Source: an optimization exercise on an open RTL-to-GDS flow (aim: small area, a short achievable clock period and few clock cycles). Production flows keep margins and buffers that such runs may drop.
At most, simulation tests tie the RTL to the original design; equivalence was not proved.

==> sierra: inputs <==
==> flow/design.v (excerpt) <==
module ahb_lite_fir_filter
(
  input  wire        clk,
  input  wire        n_rst,
  input  wire        hsel,
  input  wire [3:0]  haddr,
  input  wire        hsize,
  input  wire [1:0]  htrans,
  input  wire        hwrite,
  input  wire [15:0] hwdata,
  output reg  [15:0] hrdata,
  output reg         hresp
);
==> module ahb_lite_fir_filter, before the edit <==
module ahb_lite_fir_filter
(
  input  wire        clk,
  input  wire        n_rst,
  input  wire        hsel,
  input  wire [3:0]  haddr,
  input  wire        hsize,
  input  wire [1:0]  htrans,
  input  wire        hwrite,
  input  wire [15:0] hwdata,
  output reg  [15:0] hrdata,
  output reg         hresp
);
  wire xfer   = hsel & (htrans == 2'd2);
  wire wr_ok  = (haddr >= 4'd4) & (haddr <= 4'd14);
  always_comb hresp = xfer & (hwrite ? ~wr_ok : (haddr == 4'd15));
  reg        wp;           
  reg [3:0]  pa;           
  reg        ps;           
  always_ff @(posedge clk, negedge n_rst)
    if (!n_rst) wp <= 1'b0;
    else        wp <= xfer & hwrite & wr_ok;
  always_ff @(posedge clk) begin
    pa <= haddr;
    ps <= hsize;
  end
  wire wlo = wp & (ps | ~pa[0]);
  wire whi = wp & (ps |  pa[0]);
  reg [15:0] smp;                  
  reg [15:0] f0, f1, f2, f3;       
  reg [15:0] c0, c1, c2, c3;       
  reg [15:0] x1, x2;               
  reg [17:0] acc;                  
  reg [15:0] res;                  
  reg        rneg;                 
  reg        err;
  reg        go;                   
  reg [1:0]  pc;                   
  wire sel_smp = pa[3:1] == 3'd2;
  wire start   = wp & sel_smp;
  wire load    = wp & (pa == 4'd14) & hwdata[0];
  wire [15:0] smp_n = {whi & sel_smp ? hwdata[15:8] : smp[15:8],
                       wlo & sel_smp ? hwdata[7:0]  : smp[7:0]};
  reg  [15:0] ma, mb;
  always_comb begin
    if (go)              begin ma = smp; mb = c0; end
    else if (pc == 2'd1) begin ma = smp; mb = c1; end
    else if (pc == 2'd2) begin ma = x1;  mb = c2; end
    else                 begin ma = x2;  mb = c3; end
  end
  wire [31:0] prod = ma * mb;
  wire [15:0] m    = prod[30:15];
  wire        sub  = go | (pc == 2'd2);
  wire [17:0] opa  = (pc == 2'd1 && !go) ? 18'd0 : acc;
  wire [17:0] sum  = sub ? opa - {2'b0, m} : opa + {2'b0, m};
  wire ovf3 = ~acc[17] & acc[16];           
  wire ovf4 = sum[17] & ~sum[16];           
  always_ff @(posedge clk, negedge n_rst) begin
    if (!n_rst) begin
      smp <= '0;
      f0 <= '0; f1 <= '0; f2 <= '0; f3 <= '0;
      c0 <= '0; c1 <= '0; c2 <= '0; c3 <= '0;
      x1 <= '0; x2 <= '0;
      acc <= '0;
      res <= '0;
      rneg <= 1'b0;
      err <= 1'b0;
      go <= 1'b0;
      pc <= 2'd0;
    end else begin
      smp <= smp_n;
      if (wlo && pa[3:1] == 3'd3) f0[7:0]  <= hwdata[7:0];
      if (whi && pa[3:1] == 3'd3) f0[15:8] <= hwdata[15:8];
      if (wlo && pa[3:1] == 3'd4) f1[7:0]  <= hwdata[7:0];
      if (whi && pa[3:1] == 3'd4) f1[15:8] <= hwdata[15:8];
      if (wlo && pa[3:1] == 3'd5) f2[7:0]  <= hwdata[7:0];
      if (whi && pa[3:1] == 3'd5) f2[15:8] <= hwdata[15:8];
      if (wlo && pa[3:1] == 3'd6) f3[7:0]  <= hwdata[7:0];
      if (whi && pa[3:1] == 3'd6) f3[15:8] <= hwdata[15:8];
      if (start) begin
        x1 <= smp;
        x2 <= x1;
      end
      go <= start;
      if (load) begin
        c0 <= f0; c1 <= f1; c2 <= f2; c3 <= f3;
        err <= 1'b0;
        pc <= 2'd1;
      end else if (go) begin
        pc <= 2'd1;
      end else if (pc != 2'd0) begin
        pc <= pc + 2'd1;
      end
      if (go) begin
        err  <= ovf3 | ovf4;
        res  <= sum[15:0];
        rneg <= sum[17];
      end else begin
        if (pc != 2'd0)
          acc <= sum;
        if (rneg) begin
          res  <= -res;
          rneg <= 1'b0;
        end
      end
    end
  end
  reg [7:0] blo, bhi;
  always_comb begin
    case (pa[3:1])
      3'd0:    begin blo = {7'b0, go}; bhi = {7'b0, err}; end
      3'd1:    begin blo = res[7:0];   bhi = res[15:8];   end
      3'd2:    begin blo = smp[7:0];   bhi = smp[15:8];   end
      3'd3:    begin blo = f0[7:0];    bhi = f0[15:8];    end
      3'd4:    begin blo = f1[7:0];    bhi = f1[15:8];    end
      3'd5:    begin blo = f2[7:0];    bhi = f2[15:8];    end
      3'd6:    begin blo = f3[7:0];    bhi = f3[15:8];    end
      default: begin blo = 8'd0;       bhi = 8'd0;        end
    endcase
    hrdata = {(ps | pa[0]) ? bhi : 8'd0, (ps | ~pa[0]) ? blo : 8'd0};
  end
endmodule
Settings: LEC_CHECK=0, CAP_MARGIN=20, CORE_MARGIN=2, CORE_UTILIZATION=40, SLEW_MARGIN=20; clock period 11.0 ns.
run.sh (not shown) runs the stock make flow with config.mk's settings and CLKGATE_MAP_FILE= SYNTH_SCRIPT=/design/flow/synth_recipe.tcl, a recipe that flattens the netlist after the stock synthesis.
==> violet (differences from sierra) <==
--- a/flow/design.v
+++ b/flow/design.v
@@ -34,6 +34,12 @@
   reg [15:0] res;                  
-  reg        rneg;                 
   reg        err;
-  reg        go;                   
-  reg [1:0]  pc;                   
+  reg [15:0] mr;                   
+  reg [15:0] ma, mb;               
+  reg s_0;                         
+  reg u;                           
+  reg s_c1;                        
+  reg s_c2;                        
+  reg s_c3;                        
+  reg s_a3;                        
+  reg g2;                          
   wire sel_smp = pa[3:1] == 3'd2;
@@ -43,16 +49,15 @@
                        wlo & sel_smp ? hwdata[7:0]  : smp[7:0]};
-  reg  [15:0] ma, mb;
-  always_comb begin
-    if (go)              begin ma = smp; mb = c0; end
-    else if (pc == 2'd1) begin ma = smp; mb = c1; end
-    else if (pc == 2'd2) begin ma = x1;  mb = c2; end
-    else                 begin ma = x2;  mb = c3; end
+  always_ff @(posedge clk) begin
+    if (start)     begin ma <= smp_n; mb <= c0; end
+    else if (s_0)  begin ma <= smp;   mb <= c1; end
+    else if (s_c1) begin ma <= x1;    mb <= c2; end
+    else           begin ma <= x2;    mb <= c3; end
   end
   wire [31:0] prod = ma * mb;
-  wire [15:0] m    = prod[30:15];
-  wire        sub  = go | (pc == 2'd2);
-  wire [17:0] opa  = (pc == 2'd1 && !go) ? 18'd0 : acc;
-  wire [17:0] sum  = sub ? opa - {2'b0, m} : opa + {2'b0, m};
-  wire ovf3 = ~acc[17] & acc[16];           
-  wire ovf4 = sum[17] & ~sum[16];           
+  wire        sub  = g2 | s_c3;
+  wire [17:0] opa  = s_c2 ? 18'd0 : acc;
+  wire [17:0] sum  = sub ? opa - {2'b0, mr} : opa + {2'b0, mr};
+  wire err_now = (~acc[17] & acc[16]) | (acc[17] & (mr > acc[15:0]));
+  always_ff @(posedge clk)
+    mr <= prod[30:15];
   always_ff @(posedge clk, negedge n_rst) begin
@@ -65,6 +70,5 @@
       res <= '0;
-      rneg <= 1'b0;
       err <= 1'b0;
-      go <= 1'b0;
-      pc <= 2'd0;
+      s_0 <= 1'b0; u <= 1'b0; s_c1 <= 1'b0; s_c2 <= 1'b0; s_c3 <= 1'b0;
+      s_a3 <= 1'b0; g2 <= 1'b0;
     end else begin
@@ -83,24 +87,20 @@
       end
-      go <= start;
+      s_0  <= start | load;
+      u    <= start;
+      s_c1 <= s_0;
+      g2   <= s_0 & u;
+      s_c2 <= s_c1;
+      s_c3 <= s_c2;
+      s_a3 <= s_c3;
       if (load) begin
         c0 <= f0; c1 <= f1; c2 <= f2; c3 <= f3;
+      end
+      if (load)
         err <= 1'b0;
-        pc <= 2'd1;
-      end else if (go) begin
-        pc <= 2'd1;
-      end else if (pc != 2'd0) begin
-        pc <= pc + 2'd1;
-      end
-      if (go) begin
-        err  <= ovf3 | ovf4;
-        res  <= sum[15:0];
-        rneg <= sum[17];
-      end else begin
-        if (pc != 2'd0)
-          acc <= sum;
-        if (rneg) begin
-          res  <= -res;
-          rneg <= 1'b0;
-        end
-      end
+      else if (g2)
+        err <= err_now;
+      if (g2)
+        res <= sum[17] ? 16'd0 - sum[15:0] : sum[15:0];
+      if (s_c2 | s_c3 | s_a3)
+        acc <= sum;
     end
@@ -110,10 +110,10 @@
     case (pa[3:1])
-      3'd0:    begin blo = {7'b0, go}; bhi = {7'b0, err}; end
-      3'd1:    begin blo = res[7:0];   bhi = res[15:8];   end
-      3'd2:    begin blo = smp[7:0];   bhi = smp[15:8];   end
-      3'd3:    begin blo = f0[7:0];    bhi = f0[15:8];    end
-      3'd4:    begin blo = f1[7:0];    bhi = f1[15:8];    end
-      3'd5:    begin blo = f2[7:0];    bhi = f2[15:8];    end
-      3'd6:    begin blo = f3[7:0];    bhi = f3[15:8];    end
-      default: begin blo = 8'd0;       bhi = 8'd0;        end
+      3'd0:    begin blo = {7'b0, s_0}; bhi = {7'b0, g2 ? err_now : err}; end
+      3'd1:    begin blo = res[7:0];     bhi = res[15:8];   end
+      3'd2:    begin blo = smp[7:0];     bhi = smp[15:8];   end
+      3'd3:    begin blo = f0[7:0];      bhi = f0[15:8];    end
+      3'd4:    begin blo = f1[7:0];      bhi = f1[15:8];    end
+      3'd5:    begin blo = f2[7:0];      bhi = f2[15:8];    end
+      3'd6:    begin blo = f3[7:0];      bhi = f3[15:8];    end
+      default: begin blo = 8'd0;         bhi = 8'd0;        end
     endcase
==> comparison table <==
Most common cell after layout, fill and taps aside: sierra sky130_fd_sc_hd__inv_1; violet sky130_fd_sc_hd__nand2_1
Multi-input combinational cell area: sierra 0.0130 mm2; violet 0.0128 mm2
Initial DRC count: sierra 1104; violet 1005
Actual transition at the worst max-transition pin: sierra 1.03 ns; violet 0.979 ns
Net total in the final layout: sierra 2375; violet 2441
Post-Synthesis Net Count: sierra 2338; violet 2442
Core region area: sierra 0.0486 mm2; violet 0.0511 mm2
Slew HR: sierra 31.2%; violet 34.6%
Setup WS pre-CTS: sierra 0.565 ns; violet 4.28 ns
Number of distinct library cells after synthesis: sierra 70; violet 67
Multi-input gates: sierra 1453; violet 1472
Post-detailed-placement half-perimeter wirelength: sierra 41200 um; violet 37700 um
Multi-input gate share of total cell area: sierra 59.7%; violet 56.6%
P&R area growth vs syn: sierra 10.7%; violet 9.59%
Worst setup path endpoint: sierra acc[16]$_DFFE_PN0P_; violet mr[15]$_DFF_P_
Final worst-path cycle share: sierra 93.6%; violet 60.6%
Non-clock inverter instance count of the final layout: sierra 247; violet 257
Post-synthesis xor/xnor area fraction: sierra 2.86%; violet 2.59%
Run status: sierra no timing/DRC/antenna violations; violet no timing/DRC/antenna violations
Crit-path slowest cell: sierra sky130_fd_sc_hd__fa_1; violet sky130_fd_sc_hd__dfxtp_1
Testbench counts of sierra, summed over its fixed seeds: cycles 4,104.
Testbench counts of violet, summed over its fixed seeds: cycles 4,104.

---

==> v5 <==
ahb_lite_fir_filter, a different RTL version from the one above (not shown whole).
==> module ahb_lite_fir_filter, before the edit <==
module ahb_lite_fir_filter
(
  input  wire        clk,
  input  wire        n_rst,
  input  wire        hsel,
  input  wire [3:0]  haddr,
  input  wire        hsize,
  input  wire [1:0]  htrans,
  input  wire        hwrite,
  input  wire [15:0] hwdata,
  output reg  [15:0] hrdata,
  output reg         hresp
);
  wire xfer   = hsel & (htrans == 2'd2);
  wire wr_ok  = (haddr >= 4'd4) & (haddr <= 4'd14);
  always_comb hresp = xfer & (hwrite ? ~wr_ok : (haddr == 4'd15));
  reg        wp;           
  reg [3:0]  pa;           
  reg        ps;           
  always_ff @(posedge clk, negedge n_rst)
    if (!n_rst) wp <= 1'b0;
    else        wp <= xfer & hwrite & wr_ok;
  always_ff @(posedge clk) begin
    pa <= haddr;
    ps <= hsize;
  end
  wire wlo = wp & (ps | ~pa[0]);
  wire whi = wp & (ps |  pa[0]);
  reg [15:0] smp;                  
  reg [15:0] f0, f1, f2, f3;       
  reg [15:0] c0, c1, c2, c3;       
  reg [15:0] x1, x2;               
  reg        vc, vx1, vx2;         
  reg [17:0] acc;                  
  reg [15:0] res;                  
  reg        err;
  reg [15:0] mr;                   
  reg [15:0] ma;                   
  reg [8:0]  bone;                 
  reg [7:0]  btwo, bneg;
  reg s_0;                         
  reg u;                           
  reg s_c1;                        
  reg s_c2;                        
  reg s_c3;                        
  reg s_a3;                        
  reg g2;                          
  wire sel_smp = pa[3:1] == 3'd2;
  wire start   = wp & sel_smp;
  wire wr14    = wp & (pa == 4'd14);
  wire load    = wr14 & hwdata[0];
  wire [15:0] smp_n = {whi & sel_smp ? hwdata[15:8] : smp[15:8],
                       wlo & sel_smp ? hwdata[7:0]  : smp[7:0]};
  function automatic gt16(input [15:0] a, input [15:0] b);
    reg [15:0] g, l;
    integer w, i;
    g = a & ~b;
    l = ~a & b;
    for (w = 1; w < 16; w = w * 2)
      for (i = 0; i < 16; i = i + 2 * w) begin
        g[i] = g[i + w] | (~l[i + w] & g[i]);
        l[i] = l[i + w] | (~g[i + w] & l[i]);
      end
    gt16 = g[0];
  endfunction
  reg  [15:0] bn;
  wire [8:0]  bn_one;
  wire [7:0]  bn_two, bn_neg;
  wire [15:0] m;
  always_comb
    bn = ({16{start & vc}} & c0) | ({16{s_0 & vc}} & c1) |
         ({16{s_c1 & vc}} & c2) | ({16{s_c2 & vc}} & c3);
  fir_booth ENC (.b(bn), .one(bn_one), .two(bn_two), .neg(bn_neg));
  always_ff @(posedge clk) begin
    ma <= ({16{start | wr14 | s_0}} & smp_n) | ({16{s_c1 & vx1}} & x1) |
          ({16{s_c2 & vx2}} & x2);
    bone <= bn_one;
    btwo <= bn_two;
    bneg <= bn_neg;
  end
  fir_mul MUL (.a(ma), .one(bone), .two(btwo), .neg(bneg), .m(m));
  wire        mgt  = gt16(mr, acc[15:0]);
  wire        dneg = acc[17] | mgt;
  wire        sub  = g2 | s_c3;
  wire [17:0] opa  = s_c2 ? 18'd0 : acc;
  wire [17:0] opb  = sub ? ~{2'b0, mr} : {2'b0, mr};
  wire        cin  = s_c3 | (g2 & ~dneg);
  wire [17:0] sum  = opa + opb + {17'd0, cin};
  wire err_now = (~acc[17] & acc[16]) | (acc[17] & mgt);
  always_ff @(posedge clk)
    mr <= m;
  always_ff @(posedge clk, negedge n_rst) begin
    if (!n_rst) begin
      smp <= '0;
      f0 <= '0; f1 <= '0; f2 <= '0; f3 <= '0;
      vc <= 1'b0; vx1 <= 1'b0; vx2 <= 1'b0;
      acc <= '0;
      res <= '0;
      err <= 1'b0;
      s_0 <= 1'b0; u <= 1'b0; s_c1 <= 1'b0; s_c2 <= 1'b0; s_c3 <= 1'b0;
      s_a3 <= 1'b0; g2 <= 1'b0;
    end else begin
      smp <= smp_n;
      if (wlo && pa[3:1] == 3'd3) f0[7:0]  <= hwdata[7:0];
      if (whi && pa[3:1] == 3'd3) f0[15:8] <= hwdata[15:8];
      if (wlo && pa[3:1] == 3'd4) f1[7:0]  <= hwdata[7:0];
      if (whi && pa[3:1] == 3'd4) f1[15:8] <= hwdata[15:8];
      if (wlo && pa[3:1] == 3'd5) f2[7:0]  <= hwdata[7:0];
      if (whi && pa[3:1] == 3'd5) f2[15:8] <= hwdata[15:8];
      if (wlo && pa[3:1] == 3'd6) f3[7:0]  <= hwdata[7:0];
      if (whi && pa[3:1] == 3'd6) f3[15:8] <= hwdata[15:8];
      if (start) begin
        vx1 <= 1'b1;
        vx2 <= vx1;
      end
      if (load)
        vc <= 1'b1;
      s_0  <= start | load;
      u    <= start;
      s_c1 <= s_0;
      g2   <= s_0 & u;
      s_c2 <= s_c1;
      s_c3 <= s_c2;
      s_a3 <= s_c3;
      if (load)
        err <= 1'b0;
      else if (g2)
        err <= err_now;
      if (g2)
        res <= sum[15:0] ^ {16{dneg}};
      if (s_c2 | s_c3 | s_a3)
        acc <= sum;
    end
  end
  always_ff @(posedge clk) begin
    if (start) begin
      x1 <= smp;
      x2 <= x1;
    end
    if (load) begin
      c0 <= f0; c1 <= f1; c2 <= f2; c3 <= f3;
    end
  end
  reg [6:0] rlo, rhi;
  wire      rd = xfer & ~hwrite;
  always_ff @(posedge clk) begin
    for (int k = 0; k < 7; k++) begin
      rlo[k] <= rd & (haddr[3:1] == k) & (hsize | ~haddr[0]);
      rhi[k] <= rd & (haddr[3:1] == k) & (hsize |  haddr[0]);
    end
  end
  wire [15:0] g0 = {7'b0, g2 ? err_now : err, 7'b0, s_0};
  wire [15:0] r_hl [0:6];
  assign r_hl[0] = g0;
  assign r_hl[1] = res;
  assign r_hl[2] = smp;
  assign r_hl[3] = f0;
  assign r_hl[4] = f1;
  assign r_hl[5] = f2;
  assign r_hl[6] = f3;
  always_comb begin
    hrdata = 16'd0;
    for (int k = 0; k < 7; k++)
      hrdata = hrdata | ({{8{rhi[k]}}, {8{rlo[k]}}} & r_hl[k]);
  end
endmodule
export LEC_CHECK = 0
export CAP_MARGIN = 20
export CORE_MARGIN = 2
export CORE_UTILIZATION = 60
export CTS_BUF_LIST = sky130_fd_sc_hd__clkbuf_16
export CTS_CLUSTER_DIAMETER = 80
export CTS_CLUSTER_SIZE = 25
export SLEW_MARGIN = 20
create_clock -name core_clock -period 11.0 [get_ports {clk}]
standard.sh (not shown) runs the stock make flow with config.mk's settings and CLKGATE_MAP_FILE= SYNTH_SCRIPT=/design/flow/synth_recipe.tcl, a recipe that flattens the netlist after the stock synthesis.
==> flow/flow/run.sh <==
#!/bin/bash
set -uo pipefail
export SETUP_SLACK_MARGIN=6.0
export BUFFER_PORTS_ARGS="-buffer_cell sky130_fd_sc_hd__buf_2"
bash standard.sh > standard.log 2>&1
==> inputs of v16, as changes to v5 <==
--- a/flow/design.v
+++ b/flow/design.v
@@ -1028,24 +1028,12 @@
   wire sel_smp = pa[3:1] == 3'd2;
   wire start   = wp & sel_smp;
   wire wr14    = wp & (pa == 4'd14);
   wire load    = wr14 & hwdata[0];
   wire [15:0] smp_n = {whi & sel_smp ? hwdata[15:8] : smp[15:8],
                        wlo & sel_smp ? hwdata[7:0]  : smp[7:0]};
-  function automatic gt16(input [15:0] a, input [15:0] b);
-    reg [15:0] g, l;
-    integer w, i;
-    g = a & ~b;
-    l = ~a & b;
-    for (w = 1; w < 16; w = w * 2)
-      for (i = 0; i < 16; i = i + 2 * w) begin
-        g[i] = g[i + w] | (~l[i + w] & g[i]);
-        l[i] = l[i + w] | (~g[i + w] & l[i]);
-      end
-    gt16 = g[0];
-  endfunction
   reg  [15:0] bn;
   wire [8:0]  bn_one;
   wire [7:0]  bn_two, bn_neg;
   wire [15:0] m;
   always_comb
     bn = ({16{start & vc}} & c0) | ({16{s_0 & vc}} & c1) |
@@ -1056,20 +1044,16 @@
           ({16{s_c2 & vx2}} & x2);
     bone <= bn_one;
     btwo <= bn_two;
     bneg <= bn_neg;
   end
   fir_mul MUL (.a(ma), .one(bone), .two(btwo), .neg(bneg), .m(m));
-  wire        mgt  = gt16(mr, acc[15:0]);
-  wire        dneg = acc[17] | mgt;
   wire        sub  = g2 | s_c3;
   wire [17:0] opa  = s_c2 ? 18'd0 : acc;
-  wire [17:0] opb  = sub ? ~{2'b0, mr} : {2'b0, mr};
-  wire        cin  = s_c3 | (g2 & ~dneg);
-  wire [17:0] sum  = opa + opb + {17'd0, cin};
-  wire err_now = (~acc[17] & acc[16]) | (acc[17] & mgt);
+  wire [17:0] sum  = sub ? opa - {2'b0, mr} : opa + {2'b0, mr};
+  wire err_now = (~acc[17] & acc[16]) | (acc[17] & (mr > acc[15:0]));
   always_ff @(posedge clk)
     mr <= m;
   always_ff @(posedge clk, negedge n_rst) begin
     if (!n_rst) begin
       smp <= '0;
       f0 <= '0; f1 <= '0; f2 <= '0; f3 <= '0;
@@ -1104,13 +1088,13 @@
       s_a3 <= s_c3;
       if (load)
         err <= 1'b0;
       else if (g2)
         err <= err_now;
       if (g2)
-        res <= sum[15:0] ^ {16{dneg}};
+        res <= sum[17] ? 16'd0 - sum[15:0] : sum[15:0];
       if (s_c2 | s_c3 | s_a3)
         acc <= sum;
     end
   end
   always_ff @(posedge clk) begin
     if (start) begin
@@ -1118,29 +1102,21 @@
       x2 <= x1;
     end
     if (load) begin
       c0 <= f0; c1 <= f1; c2 <= f2; c3 <= f3;
     end
   end
-  reg [6:0] rlo, rhi;
-  wire      rd = xfer & ~hwrite;
-  always_ff @(posedge clk) begin
-    for (int k = 0; k < 7; k++) begin
-      rlo[k] <= rd & (haddr[3:1] == k) & (hsize | ~haddr[0]);
-      rhi[k] <= rd & (haddr[3:1] == k) & (hsize |  haddr[0]);
-    end
-  end
-  wire [15:0] g0 = {7'b0, g2 ? err_now : err, 7'b0, s_0};
-  wire [15:0] r_hl [0:6];
-  assign r_hl[0] = g0;
-  assign r_hl[1] = res;
-  assign r_hl[2] = smp;
-  assign r_hl[3] = f0;
-  assign r_hl[4] = f1;
-  assign r_hl[5] = f2;
-  assign r_hl[6] = f3;
+  reg [7:0] blo, bhi;
   always_comb begin
-    hrdata = 16'd0;
-    for (int k = 0; k < 7; k++)
-      hrdata = hrdata | ({{8{rhi[k]}}, {8{rlo[k]}}} & r_hl[k]);
+    case (pa[3:1])
+      3'd0:    begin blo = {7'b0, s_0}; bhi = {7'b0, g2 ? err_now : err}; end
+      3'd1:    begin blo = res[7:0];     bhi = res[15:8];   end
+      3'd2:    begin blo = smp[7:0];     bhi = smp[15:8];   end
+      3'd3:    begin blo = f0[7:0];      bhi = f0[15:8];    end
+      3'd4:    begin blo = f1[7:0];      bhi = f1[15:8];    end
+      3'd5:    begin blo = f2[7:0];      bhi = f2[15:8];    end
+      3'd6:    begin blo = f3[7:0];      bhi = f3[15:8];    end
+      default: begin blo = 8'd0;         bhi = 8'd0;        end
+    endcase
+    hrdata = {(ps | pa[0]) ? bhi : 8'd0, (ps | ~pa[0]) ? blo : 8'd0};
   end
 endmodule
- CORE_UTILIZATION: 60 -> 40
==> inputs of v30, as changes to v5 <==
--- a/flow/design.v
+++ b/flow/design.v
@@ -833,134 +833,14 @@
   assign s411 = c352 ^ s353 ^ ~neg[6];
   assign c412 = (c352 & s353) | (c352 & ~neg[6]) | (s353 & ~neg[6]);
   assign s413 = c354 ^ s355 ^ 1'b1;
   assign c414 = (c354 & s355) | (c354 & 1'b1) | (s355 & 1'b1);
   wire [30:0] r0 = {c412, c410, c408, c406, c404, c402, c400, c398, c396, c394, c392, c390, c388, c386, c384, c382, c380, c378, c376, c374, c372, c370, c368, c366, c364, c362, c360, c358, s357, pp2, pp1};
   wire [30:0] r1 = {s413, s411, s409, s407, s405, s403, s401, s399, s397, s395, s393, s391, s389, s387, s385, s383, s381, s379, s377, s375, s373, s371, s369, s367, s365, s363, s361, s359, neg[1], 1'b0, neg[0]};
-  wire [30:0] g0 = r0 & r1;
-  wire [30:0] p0 = r0 ^ r1;
-  wire G1 = g0[1] | (p0[1] & g0[0]);
-  wire P1 = p0[1] & p0[0];
-  wire G2 = g0[3] | (p0[3] & g0[2]);
-  wire P2 = p0[3] & p0[2];
-  wire G3 = g0[5] | (p0[5] & g0[4]);
-  wire P3 = p0[5] & p0[4];
-  wire G4 = g0[7] | (p0[7] & g0[6]);
-  wire P4 = p0[7] & p0[6];
-  wire G5 = g0[9] | (p0[9] & g0[8]);
-  wire P5 = p0[9] & p0[8];
-  wire G6 = g0[11] | (p0[11] & g0[10]);
-  wire P6 = p0[11] & p0[10];
-  wire G7 = g0[13] | (p0[13] & g0[12]);
-  wire P7 = p0[13] & p0[12];
-  wire G8 = g0[15] | (p0[15] & g0[14]);
-  wire P8 = p0[15] & p0[14];
-  wire G9 = g0[17] | (p0[17] & g0[16]);
-  wire P9 = p0[17] & p0[16];
-  wire G10 = g0[19] | (p0[19] & g0[18]);
-  wire P10 = p0[19] & p0[18];
-  wire G11 = g0[21] | (p0[21] & g0[20]);
-  wire P11 = p0[21] & p0[20];
-  wire G12 = g0[23] | (p0[23] & g0[22]);
-  wire P12 = p0[23] & p0[22];
-  wire G13 = g0[25] | (p0[25] & g0[24]);
-  wire P13 = p0[25] & p0[24];
-  wire G14 = g0[27] | (p0[27] & g0[26]);
-  wire P14 = p0[27] & p0[26];
-  wire G15 = g0[29] | (p0[29] & g0[28]);
-  wire P15 = p0[29] & p0[28];
-  wire G16 = G2 | (P2 & G1);
-  wire P16 = P2 & P1;
-  wire G17 = G4 | (P4 & G3);
-  wire P17 = P4 & P3;
-  wire G18 = G6 | (P6 & G5);
-  wire P18 = P6 & P5;
-  wire G19 = G8 | (P8 & G7);
-  wire P19 = P8 & P7;
-  wire G20 = G10 | (P10 & G9);
-  wire P20 = P10 & P9;
-  wire G21 = G12 | (P12 & G11);
-  wire P21 = P12 & P11;
-  wire G22 = G14 | (P14 & G13);
-  wire P22 = P14 & P13;
-  wire G23 = G17 | (P17 & G16);
-  wire P23 = P17 & P16;
-  wire G24 = G19 | (P19 & G18);
-  wire P24 = P19 & P18;
-  wire G25 = G21 | (P21 & G20);
-  wire P25 = P21 & P20;
-  wire G26 = G24 | (P24 & G23);
-  wire P26 = P24 & P23;
-  wire G27 = G25 | (P25 & G26);
-  wire P27 = P25 & P26;
-  wire G28 = G18 | (P18 & G23);
-  wire P28 = P18 & P23;
-  wire G29 = G20 | (P20 & G26);
-  wire P29 = P20 & P26;
-  wire G30 = G22 | (P22 & G27);
-  wire P30 = P22 & P27;
-  wire G31 = G3 | (P3 & G16);
-  wire P31 = P3 & P16;
-  wire G32 = G5 | (P5 & G23);
-  wire P32 = P5 & P23;
-  wire G33 = G7 | (P7 & G28);
-  wire P33 = P7 & P28;
-  wire G34 = G9 | (P9 & G26);
-  wire P34 = P9 & P26;
-  wire G35 = G11 | (P11 & G29);
-  wire P35 = P11 & P29;
-  wire G36 = G13 | (P13 & G27);
-  wire P36 = P13 & P27;
-  wire G37 = G15 | (P15 & G30);
-  wire P37 = P15 & P30;
-  wire G38 = g0[2] | (p0[2] & G1);
-  wire P38 = p0[2] & P1;
-  wire G39 = g0[4] | (p0[4] & G16);
-  wire P39 = p0[4] & P16;
-  wire G40 = g0[6] | (p0[6] & G31);
-  wire P40 = p0[6] & P31;
-  wire G41 = g0[8] | (p0[8] & G23);
-  wire P41 = p0[8] & P23;
-  wire G42 = g0[10] | (p0[10] & G32);
-  wire P42 = p0[10] & P32;
-  wire G43 = g0[12] | (p0[12] & G28);
-  wire P43 = p0[12] & P28;
-  wire G44 = g0[14] | (p0[14] & G33);
-  wire P44 = p0[14] & P33;
-  wire G45 = g0[16] | (p0[16] & G26);
-  wire P45 = p0[16] & P26;
-  wire G46 = g0[18] | (p0[18] & G34);
-  wire P46 = p0[18] & P34;
-  wire G47 = g0[20] | (p0[20] & G29);
-  wire P47 = p0[20] & P29;
-  wire G48 = g0[22] | (p0[22] & G35);
-  wire P48 = p0[22] & P35;
-  wire G49 = g0[24] | (p0[24] & G27);
-  wire P49 = p0[24] & P27;
-  wire G50 = g0[26] | (p0[26] & G36);
-  wire P50 = p0[26] & P36;
-  wire G51 = g0[28] | (p0[28] & G30);
-  wire P51 = p0[28] & P30;
-  wire G52 = g0[30] | (p0[30] & G37);
-  wire P52 = p0[30] & P37;
-  assign m[0] = p0[15] ^ G44;
-  assign m[1] = p0[16] ^ G26;
-  assign m[2] = p0[17] ^ G45;
-  assign m[3] = p0[18] ^ G34;
-  assign m[4] = p0[19] ^ G46;
-  assign m[5] = p0[20] ^ G29;
-  assign m[6] = p0[21] ^ G47;
-  assign m[7] = p0[22] ^ G35;
-  assign m[8] = p0[23] ^ G48;
-  assign m[9] = p0[24] ^ G27;
-  assign m[10] = p0[25] ^ G49;
-  assign m[11] = p0[26] ^ G36;
-  assign m[12] = p0[27] ^ G50;
-  assign m[13] = p0[28] ^ G30;
-  assign m[14] = p0[29] ^ G51;
-  assign m[15] = p0[30] ^ G37;
+  wire [30:0] p = r0 + r1;
+  assign m = p[30:15];
 endmodule
 module fir_booth
 (
   input  wire [15:0] b,
   output wire [8:0]  one,
   output wire [7:0]  two,
@@ -1028,24 +908,12 @@
   wire sel_smp = pa[3:1] == 3'd2;
   wire start   = wp & sel_smp;
   wire wr14    = wp & (pa == 4'd14);
   wire load    = wr14 & hwdata[0];
   wire [15:0] smp_n = {whi & sel_smp ? hwdata[15:8] : smp[15:8],
                        wlo & sel_smp ? hwdata[7:0]  : smp[7:0]};
-  function automatic gt16(input [15:0] a, input [15:0] b);
-    reg [15:0] g, l;
-    integer w, i;
-    g = a & ~b;
-    l = ~a & b;
-    for (w = 1; w < 16; w = w * 2)
-      for (i = 0; i < 16; i = i + 2 * w) begin
-        g[i] = g[i + w] | (~l[i + w] & g[i]);
-        l[i] = l[i + w] | (~g[i + w] & l[i]);
-      end
-    gt16 = g[0];
-  endfunction
   reg  [15:0] bn;
   wire [8:0]  bn_one;
   wire [7:0]  bn_two, bn_neg;
   wire [15:0] m;
   always_comb
     bn = ({16{start & vc}} & c0) | ({16{s_0 & vc}} & c1) |
@@ -1056,20 +924,16 @@
           ({16{s_c2 & vx2}} & x2);
     bone <= bn_one;
     btwo <= bn_two;
     bneg <= bn_neg;
   end
   fir_mul MUL (.a(ma), .one(bone), .two(btwo), .neg(bneg), .m(m));
-  wire        mgt  = gt16(mr, acc[15:0]);
-  wire        dneg = acc[17] | mgt;
   wire        sub  = g2 | s_c3;
   wire [17:0] opa  = s_c2 ? 18'd0 : acc;
-  wire [17:0] opb  = sub ? ~{2'b0, mr} : {2'b0, mr};
-  wire        cin  = s_c3 | (g2 & ~dneg);
-  wire [17:0] sum  = opa + opb + {17'd0, cin};
-  wire err_now = (~acc[17] & acc[16]) | (acc[17] & mgt);
+  wire [17:0] sum  = sub ? opa - {2'b0, mr} : opa + {2'b0, mr};
+  wire err_now = (~acc[17] & acc[16]) | (acc[17] & (mr > acc[15:0]));
   always_ff @(posedge clk)
     mr <= m;
   always_ff @(posedge clk, negedge n_rst) begin
     if (!n_rst) begin
       smp <= '0;
       f0 <= '0; f1 <= '0; f2 <= '0; f3 <= '0;
@@ -1104,13 +968,13 @@
       s_a3 <= s_c3;
       if (load)
         err <= 1'b0;
       else if (g2)
         err <= err_now;
       if (g2)
-        res <= sum[15:0] ^ {16{dneg}};
+        res <= sum[17] ? 16'd0 - sum[15:0] : sum[15:0];
       if (s_c2 | s_c3 | s_a3)
         acc <= sum;
     end
   end
   always_ff @(posedge clk) begin
     if (start) begin
@@ -1118,29 +982,21 @@
       x2 <= x1;
     end
     if (load) begin
       c0 <= f0; c1 <= f1; c2 <= f2; c3 <= f3;
     end
   end
-  reg [6:0] rlo, rhi;
-  wire      rd = xfer & ~hwrite;
-  always_ff @(posedge clk) begin
-    for (int k = 0; k < 7; k++) begin
-      rlo[k] <= rd & (haddr[3:1] == k) & (hsize | ~haddr[0]);
-      rhi[k] <= rd & (haddr[3:1] == k) & (hsize |  haddr[0]);
-    end
-  end
-  wire [15:0] g0 = {7'b0, g2 ? err_now : err, 7'b0, s_0};
-  wire [15:0] r_hl [0:6];
-  assign r_hl[0] = g0;
-  assign r_hl[1] = res;
-  assign r_hl[2] = smp;
-  assign r_hl[3] = f0;
-  assign r_hl[4] = f1;
-  assign r_hl[5] = f2;
-  assign r_hl[6] = f3;
+  reg [7:0] blo, bhi;
   always_comb begin
-    hrdata = 16'd0;
-    for (int k = 0; k < 7; k++)
-      hrdata = hrdata | ({{8{rhi[k]}}, {8{rlo[k]}}} & r_hl[k]);
+    case (pa[3:1])
+      3'd0:    begin blo = {7'b0, s_0}; bhi = {7'b0, g2 ? err_now : err}; end
+      3'd1:    begin blo = res[7:0];     bhi = res[15:8];   end
+      3'd2:    begin blo = smp[7:0];     bhi = smp[15:8];   end
+      3'd3:    begin blo = f0[7:0];      bhi = f0[15:8];    end
+      3'd4:    begin blo = f1[7:0];      bhi = f1[15:8];    end
+      3'd5:    begin blo = f2[7:0];      bhi = f2[15:8];    end
+      3'd6:    begin blo = f3[7:0];      bhi = f3[15:8];    end
+      default: begin blo = 8'd0;         bhi = 8'd0;        end
+    endcase
+    hrdata = {(ps | pa[0]) ? bhi : 8'd0, (ps | ~pa[0]) ? blo : 8'd0};
   end
 endmodule
- CORE_UTILIZATION: 60 -> 40
==> inputs of v27, as changes to v5 <==
--- a/flow/design.v
+++ b/flow/design.v
@@ -1056,20 +1056,16 @@
           ({16{s_c2 & vx2}} & x2);
     bone <= bn_one;
     btwo <= bn_two;
     bneg <= bn_neg;
   end
   fir_mul MUL (.a(ma), .one(bone), .two(btwo), .neg(bneg), .m(m));
-  wire        mgt  = gt16(mr, acc[15:0]);
-  wire        dneg = acc[17] | mgt;
   wire        sub  = g2 | s_c3;
   wire [17:0] opa  = s_c2 ? 18'd0 : acc;
-  wire [17:0] opb  = sub ? ~{2'b0, mr} : {2'b0, mr};
-  wire        cin  = s_c3 | (g2 & ~dneg);
-  wire [17:0] sum  = opa + opb + {17'd0, cin};
-  wire err_now = (~acc[17] & acc[16]) | (acc[17] & mgt);
+  wire [17:0] sum  = sub ? opa - {2'b0, mr} : opa + {2'b0, mr};
+  wire err_now = (~acc[17] & acc[16]) | (acc[17] & gt16(mr, acc[15:0]));
   always_ff @(posedge clk)
     mr <= m;
   always_ff @(posedge clk, negedge n_rst) begin
     if (!n_rst) begin
       smp <= '0;
       f0 <= '0; f1 <= '0; f2 <= '0; f3 <= '0;
@@ -1104,13 +1100,13 @@
       s_a3 <= s_c3;
       if (load)
         err <= 1'b0;
       else if (g2)
         err <= err_now;
       if (g2)
-        res <= sum[15:0] ^ {16{dneg}};
+        res <= sum[17] ? 16'd0 - sum[15:0] : sum[15:0];
       if (s_c2 | s_c3 | s_a3)
         acc <= sum;
     end
   end
   always_ff @(posedge clk) begin
     if (start) begin
- CORE_UTILIZATION: 60 -> 40
==> results.cfg <==
[die]
die_x_um = 179
die_h_um = 179

[grt]
grt_pass1_wl_mm = 71.5

[critical_path]
reg2reg_from = ma[13]
cp_max_fo = 9

[finish]
bufAreaShareNonClock = 0.0438

[timing]
relSlewSlack = 0.354

[outcome]
status = finished clean
[end of results for v5]
==> results.cfg <==
[finish]
bufAreaShareNonClock = 0.0363

[grt]
grt_pass1_wl_mm = 77.5

[outcome]
status = finished clean

[die]
die_h_um = 222
die_x_um = 222

[critical_path]
cp_max_fo = 2
[end of results for v27]
==> results.cfg <==
[synth]
ys.flop_type = dfrtp_1

[critical_path]
reg2reg_from = btwo[3]
cp_max_fo = 6

[timing]
relSlewSlack = 0.305

[grt]
grt_pass1_wl_mm = 82.0

[die]
die_x_um = 222

[outcome]
status = finished clean

[finish]
bufAreaShareNonClock = 0.0495
[end of results for v30]
==> results.cfg <==
[outcome]
status = finished clean

[timing]
relSlewSlack = 0.340

[grt]
grt_pass1_wl_mm = 77.5

[die]
die_h_um = 220
ios = 44

[finish]
bufAreaShareNonClock = 0.0505

[drt]
met2_length_mm = 24.1
[end of results for v16]
No functional check of the RTL was part of any run of this note.

## afterwards: timing with drivers on the ports
No port has a modelled driver above. Below, the same layouts with a new extraction and two added sets of constraints. Step 1: set_driving_cell puts a clkbuf_16 on clk and a buf_2 on each other input, an assumption about the parent block. Step 2 moves the port delays by t, midway between the first and last clock arrival at a register: inputs arrive t later, outputs are due t later. That takes back most of the time a late clock gives input paths. a / b / c = ideal / step 1 / step 2; a / b = the first two.
| run | t (ns) | setup WS [ns] | latest minus earliest clock arrival (ns) |
|---|---|---|---|
| sierra | 0.584 | 0.702 / 0.702 / 0.702 | 0.031 / 0.030 |
| violet | 0.619 | 4.330 / 4.330 / 4.330 | 0.015 / 0.015 |
| v5 | 0.565 | 5.985 / 5.969 / 5.985 | 0.021 / 0.021 |
| v16 | 0.567 | 5.968 / 5.917 / 6.019 | 0.031 / 0.031 |
| v30 | 0.572 | 5.859 / 5.859 / 5.859 | 0.023 / 0.023 |
| v27 | 0.568 | 5.781 / 5.731 / 6.011 | 0.022 / 0.022 |
After both steps every run listed still meets setup and hold.
